From an optimization exercise on the open Yosys and OpenROAD flow, aimed at small area; shortcuts taken in it are not production practice. At most, simulation tests tie the RTL to the original design; equivalence was not proved. No driver is modelled on the clock port, so clock power and skew are understated where the tree is cut down; a real chip needs a root buffer or a tree. Power figures rest on the tool's default switching activity, not on a simulated workload.

==> module alu_lut2, before the edit <==
module alu_lut2 (input a, b, input [3:0] tt, output q);
    assign q = tt[{a, b}];
endmodule
clock: 7.0 ns
lec_check: 0
cap_margin: 20
core_margin: 2
core_utilization: 52
cts_buf_list: sky130_fd_sc_hd__clkbuf_8
gpl_timing_driven: 0
slew_margin: 20
synth_hierarchical: 1
standard.sh (not shown) runs the stock make flow with config.mk's settings and CLKGATE_MAP_FILE= SYNTH_SCRIPT=/design/flow/synth_recipe.tcl, a recipe that flattens the netlist after the stock synthesis.
==> flow/flow/run.sh <==
#!/bin/bash
# Standard ORFS layout with these changes:
#  - synthesis maps logic with area-oriented ABC scripts (flow/synth.tcl)
#  - port buffers use the smallest buffer cell
#  - clock: flow/pre_cts.tcl replaces TritonCTS by one clock buffer per group
#    of nearby registers (three groups), each driven by the clock port
set -euo pipefail
F="$PWD/flow"
export PRE_CTS_TCL="$F/pre_cts.tcl"
export ALU_CLOCK_BUFFER=sky130_fd_sc_hd__clkbuf_8
export ALU_CLOCK_GROUPS=3
bash standard.sh SYNTH_SCRIPT="$F/synth.tcl" \
  "BUFFER_PORTS_ARGS=-buffer_cell sky130_fd_sc_hd__buf_1" \
  finish > standard.log 2>&1
Other scripts of this flow, unchanged in this note and not shown: flow/flow/area.abc, flow/flow/lut.abc, flow/flow/opnd.abc, flow/flow/pre_cts.tcl, flow/flow/synth.tcl
The baseline finished with timing, DRC and antenna clean.
Rerun with:
--- a/flow/design.v
+++ b/flow/design.v
@@ -342,8 +342,8 @@
         5'b1_0011: ci = ~cin;            
         default:   ci = 1'b0;
     endcase
 end
 endmodule
 module alu_lut2 (input a, b, input [3:0] tt, output q);
-    assign q = tt[{a, b}];
+    assign q = b ? (a ? tt[3] : tt[1]) : (a ? tt[2] : tt[0]);
 endmodule
The changed run went through all stages and came out clean. Worst hold slack loses 0.0059 ns. Flip-flop and latch count does not change. Register-to-register slack is worse by 0.02 ns. Wire length increases by 1.9%. Sequential share of layout area hardly moves. Cell area is about the same. Synthesized area is unchanged. Setup slack degrades by 0.023 ns. Clock power climbs by about 1%. Core utilization stays flat.
In every run of this note, the design's own scripts or RTL, not TritonCTS, make the clock network.

## rev 12
alu_design, a different RTL version from the one above (not shown whole).
Size in the first run: roughly 49 I/O pins, roughly 0.0043 sq mm of cells after synthesis.
Settings: LEC_CHECK=0, CAP_MARGIN=20, CORE_MARGIN=2, CORE_UTILIZATION=60, CTS_BUF_LIST=sky130_fd_sc_hd__clkbuf_8, GPL_TIMING_DRIVEN=0, SLEW_MARGIN=20, SYNTH_HIERARCHICAL=1; clock period 7.0 ns.
==> flow/flow/run.sh <==
#!/bin/bash
# Standard ORFS layout with these changes:
#  - synthesis maps logic with an area-oriented ABC script (flow/synth.tcl)
#  - port buffers use the smallest buffer cell
#  - clock tree: large sink clusters and no dummy loads
set -euo pipefail
F="$PWD/flow"
bash standard.sh SYNTH_SCRIPT="$F/synth.tcl" \
  "BUFFER_PORTS_ARGS=-buffer_cell sky130_fd_sc_hd__buf_1" \
  "CTS_ARGS=-sink_clustering_enable -repair_clock_nets -dont_use_dummy_load -buf_list sky130_fd_sc_hd__clkbuf_8 -sink_clustering_size 50 -sink_clustering_max_diameter 300" \
  finish > standard.log 2>&1
==> flow/flow/area.abc <==
strash
&get -n
&deepsyn -I 10 -J 50
&put
dch -f
amap
topo
stime -c
dnsize -c
==> flow/flow/synth.tcl <==
# synth_recipe.tcl with one change: the final technology mapping uses the
# area-oriented ABC script beside this file instead of ORFS's speed script.
proc synth {args} { yosys synth -nofsm -noshare {*}$args }
set ::area_abc_script [file join [file dirname [file normalize [info script]]] area.abc]
proc abc {args} {
  set i [lsearch $args -script]
  if {$i >= 0} { lset args [expr {$i + 1}] $::area_abc_script }
  yosys abc {*}$args
}
source $::env(SCRIPTS_DIR)/synth.tcl
# left out here: clear keep_hierarchy, flatten, clean up, hide names made inside functions, write 1_2_yosys.v
In summary, rev 12 completed successfully, with a layout that passed the timing, DRC and antenna checks.
Changes in rev 13 relative to rev 12:
--- a/flow/design.v
+++ b/flow/design.v
@@ -71,23 +71,23 @@
         end else begin : bn
             assign q[i] = tt[{a[i], b[i]}];
         end
     end
 endgenerate
 wire       p_a  = mode & inp_valid[0];
 wire       p_ff = mode & ~inp_valid[0] & k[0];          
 wire [7:0] p = ({8{p_a}} & a) | {8{p_ff}};
 wire       ci = ~mode ? 1'b0 :
                 ~(inp_valid[1] & inp_valid[0]) ? ~k[0] :
                 k[3] ? ~k[1] : (k[1] ? (cin ^ k[0]) : k[0]);
-localparam SPLIT = 4;
+localparam SPLIT = 5;
 wire [SPLIT:0] c;
 wire [7:0] sum;
 assign c[0] = ci;
 generate
     for (i = 0; i < SPLIT; i = i + 1) begin : add
         alu_fa u_fa (.a(p[i]), .b(q[i]), .c(c[i]), .s(sum[i]), .co(c[i+1]));
     end
 endgenerate
 wire [8:SPLIT+1] z0, z1;
 wire [7:SPLIT]   s0, s1;
 assign s0[SPLIT] = p[SPLIT] ^ q[SPLIT];
[summary]
Rev 13 against rev 12: final net count moved up; wire length of the first global-routing pass moved up; HPWL after detailed placement moved up; cell leakage power moved up; number of instances in the synthesized netlist moved down. Cmp rev 13 vs rev 12: required arrival time at the worst endpoint higher in rev 13. Compared with rev 12, the detailed router inserted more vias in rev 13. [diff] worst setup slack, rev 13 relative to rev 12: regression. Rev 13 against rev 12: routed length on met3 went up, wire length after detailed routing went up. Delta (rev 13 minus rev 12): fraction of power consumed by the clock network went up; critical path depth rose 55%; post-placement worst setup slack fell 1.01 ns. Rev 12 has higher site row count than rev 13.
The RTL of rev 13 was laid out without a check of its function.

alu_design, a different RTL version from the one above (not shown whole).
For scale: roughly 490 cells after synthesis, roughly 41 flip-flops, about 49 I/O pins, roughly 4300 sq um of cells after synthesis.
export LEC_CHECK = 0
export CAP_MARGIN = 20
export CORE_MARGIN = 2
export CORE_UTILIZATION = 60
export CTS_BUF_LIST = sky130_fd_sc_hd__clkbuf_8
export GPL_TIMING_DRIVEN = 0
export SLEW_MARGIN = 20
export SYNTH_HIERARCHICAL = 1
create_clock -name core_clock -period 7.0 [get_ports {clk}]
Scripts as last shown in full above: flow/flow/run.sh, flow/flow/area.abc, flow/flow/synth.tcl
Rerun with:
--- a/flow/design.v
+++ b/flow/design.v
@@ -71,45 +71,31 @@
         end else begin : bn
             assign q[i] = tt[{a[i], b[i]}];
         end
     end
 endgenerate
 wire       p_a  = mode & inp_valid[0];
 wire       p_ff = mode & ~inp_valid[0] & k[0];          
 wire [7:0] p = ({8{p_a}} & a) | {8{p_ff}};
 wire       ci = ~mode ? 1'b0 :
                 ~(inp_valid[1] & inp_valid[0]) ? ~k[0] :
                 k[3] ? ~k[1] : (k[1] ? (cin ^ k[0]) : k[0]);
-localparam SPLIT = 4;
-wire [SPLIT:0] c;
+wire [8:0] c;
 wire [7:0] sum;
 assign c[0] = ci;
 generate
-    for (i = 0; i < SPLIT; i = i + 1) begin : add
+    for (i = 0; i < 8; i = i + 1) begin : add
         alu_fa u_fa (.a(p[i]), .b(q[i]), .c(c[i]), .s(sum[i]), .co(c[i+1]));
     end
 endgenerate
-wire [8:SPLIT+1] z0, z1;
-wire [7:SPLIT]   s0, s1;
-assign s0[SPLIT] = p[SPLIT] ^ q[SPLIT];
-assign z0[SPLIT+1] = p[SPLIT] & q[SPLIT];
-assign s1[SPLIT] = ~(p[SPLIT] ^ q[SPLIT]);
-assign z1[SPLIT+1] = p[SPLIT] | q[SPLIT];
-generate
-    for (i = SPLIT + 1; i < 8; i = i + 1) begin : addh
-        alu_fa u_fa0 (.a(p[i]), .b(q[i]), .c(z0[i]), .s(s0[i]), .co(z0[i+1]));
-        alu_fa u_fa1 (.a(p[i]), .b(q[i]), .c(z1[i]), .s(s1[i]), .co(z1[i+1]));
-    end
-endgenerate
-assign sum[7:SPLIT] = c[SPLIT] ? s1 : s0;
-wire c8 = c[SPLIT] ? z1[8] : z0[8];
+wire c8 = c[8];
 wire sum_zero = ~|sum;
 wire [8:0] binc = {1'b0, b} + {8'd0, o_minc};
 wire [2:0] n_rot = b[2:0] ^ {3{k[0]}};               
 wire [7:0] oh = 8'd1 << n_rot;
 wire y_b   = o_minc | o_mshl;
 wire y_oh  = o_rol | o_ror;
 wire y_one = ~(o_err | o_cmp | y_b | y_oh | o_shr);
 wire [7:0] n_y = ({8{y_b}} & (binc[7:0] | {binc[8], 7'd0})) |
                  ({8{y_oh}} & oh) | {o_shr, 6'd0, y_one};
 wire [7:0] n_x = sum | {o_minc & c8 & ~binc[8], 7'd0};
 wire n_s    = o_mshl | o_shl | o_ror | (o_minc & (c8 | binc[8]));
@@ -302,30 +288,33 @@
   wire mu_hs49 = ~(mu_fs26 ^ mu_hc48);
   wire mu_hc49 = mu_fs26 | mu_hc48;
   wire mu_fs50, mu_fc50;
   alu_fa u_mu_fs50 (.a(mu_fs31), .b(mu_fc26), .c(mu_hc49), .s(mu_fs50), .co(mu_fc50));
   wire mu_fs51, mu_fc51;
   alu_fa u_mu_fs51 (.a(mu_fs35), .b(mu_fc31), .c(mu_fc50), .s(mu_fs51), .co(mu_fc51));
   wire mu_fs52, mu_fc52;
   alu_fa u_mu_fs52 (.a(mu_fs38), .b(mu_fc35), .c(mu_fc51), .s(mu_fs52), .co(mu_fc52));
   wire mu_fs53, mu_fc53;
   alu_fa u_mu_fs53 (.a(mu_fs40), .b(mu_fc38), .c(mu_fc52), .s(mu_fs53), .co(mu_fc53));
   wire mu_fs54, mu_fc54;
-  alu_fa u_mu_fs54 (.a(mu_fs41), .b(mu_fc40), .c(mu_fc53), .s(mu_fs54), .co(mu_fc54));
+  alu_fa u_mu_fs54 (.a(1'b1), .b(mu_fs41), .c(mu_fc40), .s(mu_fs54), .co(mu_fc54));
   wire mu_fs55, mu_fc55;
-  alu_fa u_mu_fs55 (.a(1'b1), .b(mu_pp7_7), .c(mu_fc41), .s(mu_fs55), .co(mu_fc55));
+  alu_fa u_mu_fs55 (.a(mu_pp7_7), .b(mu_fc41), .c(mu_fc54), .s(mu_fs55), .co(mu_fc55));
   wire mu_fs56, mu_fc56;
-  alu_fa u_mu_fs56 (.a(1'b0), .b(mu_pp7_7), .c(mu_fc41), .s(mu_fs56), .co(mu_fc56));
-  wire mu_cs14 = mu_fc54 ? mu_fs55 : mu_fs56;
-  wire mu_cs15 = mu_fc54 ? mu_fc55 : mu_fc56;
-  assign m = ~{mu_cs15, mu_cs14, mu_fs54, mu_fs53, mu_fs52, mu_fs51, mu_fs50, mu_hs49, mu_hs48, mu_hs47, mu_hs46, mu_hs45, mu_hs44, mu_hs43, mu_hs42, mu_pp0_0};
+  alu_fa u_mu_fs56 (.a(1'b0), .b(mu_fs41), .c(mu_fc40), .s(mu_fs56), .co(mu_fc56));
+  wire mu_fs57, mu_fc57;
+  alu_fa u_mu_fs57 (.a(mu_pp7_7), .b(mu_fc41), .c(mu_fc56), .s(mu_fs57), .co(mu_fc57));
+  wire mu_cs13 = mu_fc53 ? mu_fs54 : mu_fs56;
+  wire mu_cs14 = mu_fc53 ? mu_fs55 : mu_fs57;
+  wire mu_cs15 = mu_fc53 ? mu_fc55 : mu_fc57;
+  assign m = ~{mu_cs15, mu_cs14, mu_cs13, mu_fs53, mu_fs52, mu_fs51, mu_fs50, mu_hs49, mu_hs48, mu_hs47, mu_hs46, mu_hs45, mu_hs44, mu_hs43, mu_hs42, mu_pp0_0};
 wire [15:0] ms = s ? {m[14:0], 1'b0} : m;
 wire [7:0]  hi = (hiff ? {8{~fold}} : ms[15:8]) | {7'd0, fc == F_COUT};
 wire [7:0]  lo = ms[7:0] | ({8{fold}} & {s & m[14], ms[14:8]});
 reg [2:0] fc2;
 always @(posedge clk or posedge rst) begin
     if (rst) begin
         res <= 0; fc2 <= F_NONE;
     end else if (ce) begin
         res <= {hi, lo}; fc2 <= fc;
     end
 end
Synthesized cell count came out higher by 0.61%. Routed wire length came out higher by 7.1%. Worst setup slack loses 74 ps. Cell count came out higher by 1.2%. Worst hold slack loses 28 ps. Clock-buffer cell count is unchanged. Power came out higher by 0.37%. Global-route usage came out higher by 2.0 points. Clock power came out higher by about 3%.
The RTL of the second run of this note was laid out without a check of its function.

## what the ideal ports hide
Ports are ideal in the flow. The routed layouts listed here were re-timed in OpenROAD.
Step 1 sets driving cells, clkbuf_16 on the clock port and buf_2 on the other inputs (assumed; they add their load-dependent delay and slew).
Step 2 moves the port delays by t, midway between the first and last clock arrival at a register: inputs arrive t later, outputs are due t later. That takes back most of the time a late clock gives input paths.
Three values: ideal, step 1, step 2; two values: the first two.
| run | t, ns | setup slack, ns | worst hold slack (ns) | worst data-port slew with drivers (ns) |
|---|---|---|---|---|
| the first run of note 1 | 0.190 | 0.279 / 0.279 / 0.233 | 0.501 / 0.501 / 0.501 | 0.03 |
| the second run of note 1 | 0.190 | 0.257 / 0.263 / 0.092 | 0.495 / 0.495 / 0.495 | 0.03 |
| rev 12 | 0.310 | 0.405 / 0.414 / 0.104 | 0.491 / 0.491 / 0.491 | 0.03 |
| rev 13 | 0.318 | 0.211 / 0.220 / -0.097 | 0.491 / 0.491 / 0.491 | 0.03 |
| the first run of note 3 | 0.304 | 0.250 / 0.257 / -0.048 | 0.507 / 0.507 / 0.507 | 0.03 |
| the second run of note 3 | 0.309 | 0.176 / 0.180 / -0.130 | 0.479 / 0.479 / 0.479 | 0.03 |
With both steps, setup timing fails in rev 13, the first run of note 3 and the second run of note 3, where it was met with ideal ports. For rev 13, which loses most, drivers alone change the setup slack by +0.009 ns; drivers and shift together by -0.308 ns.
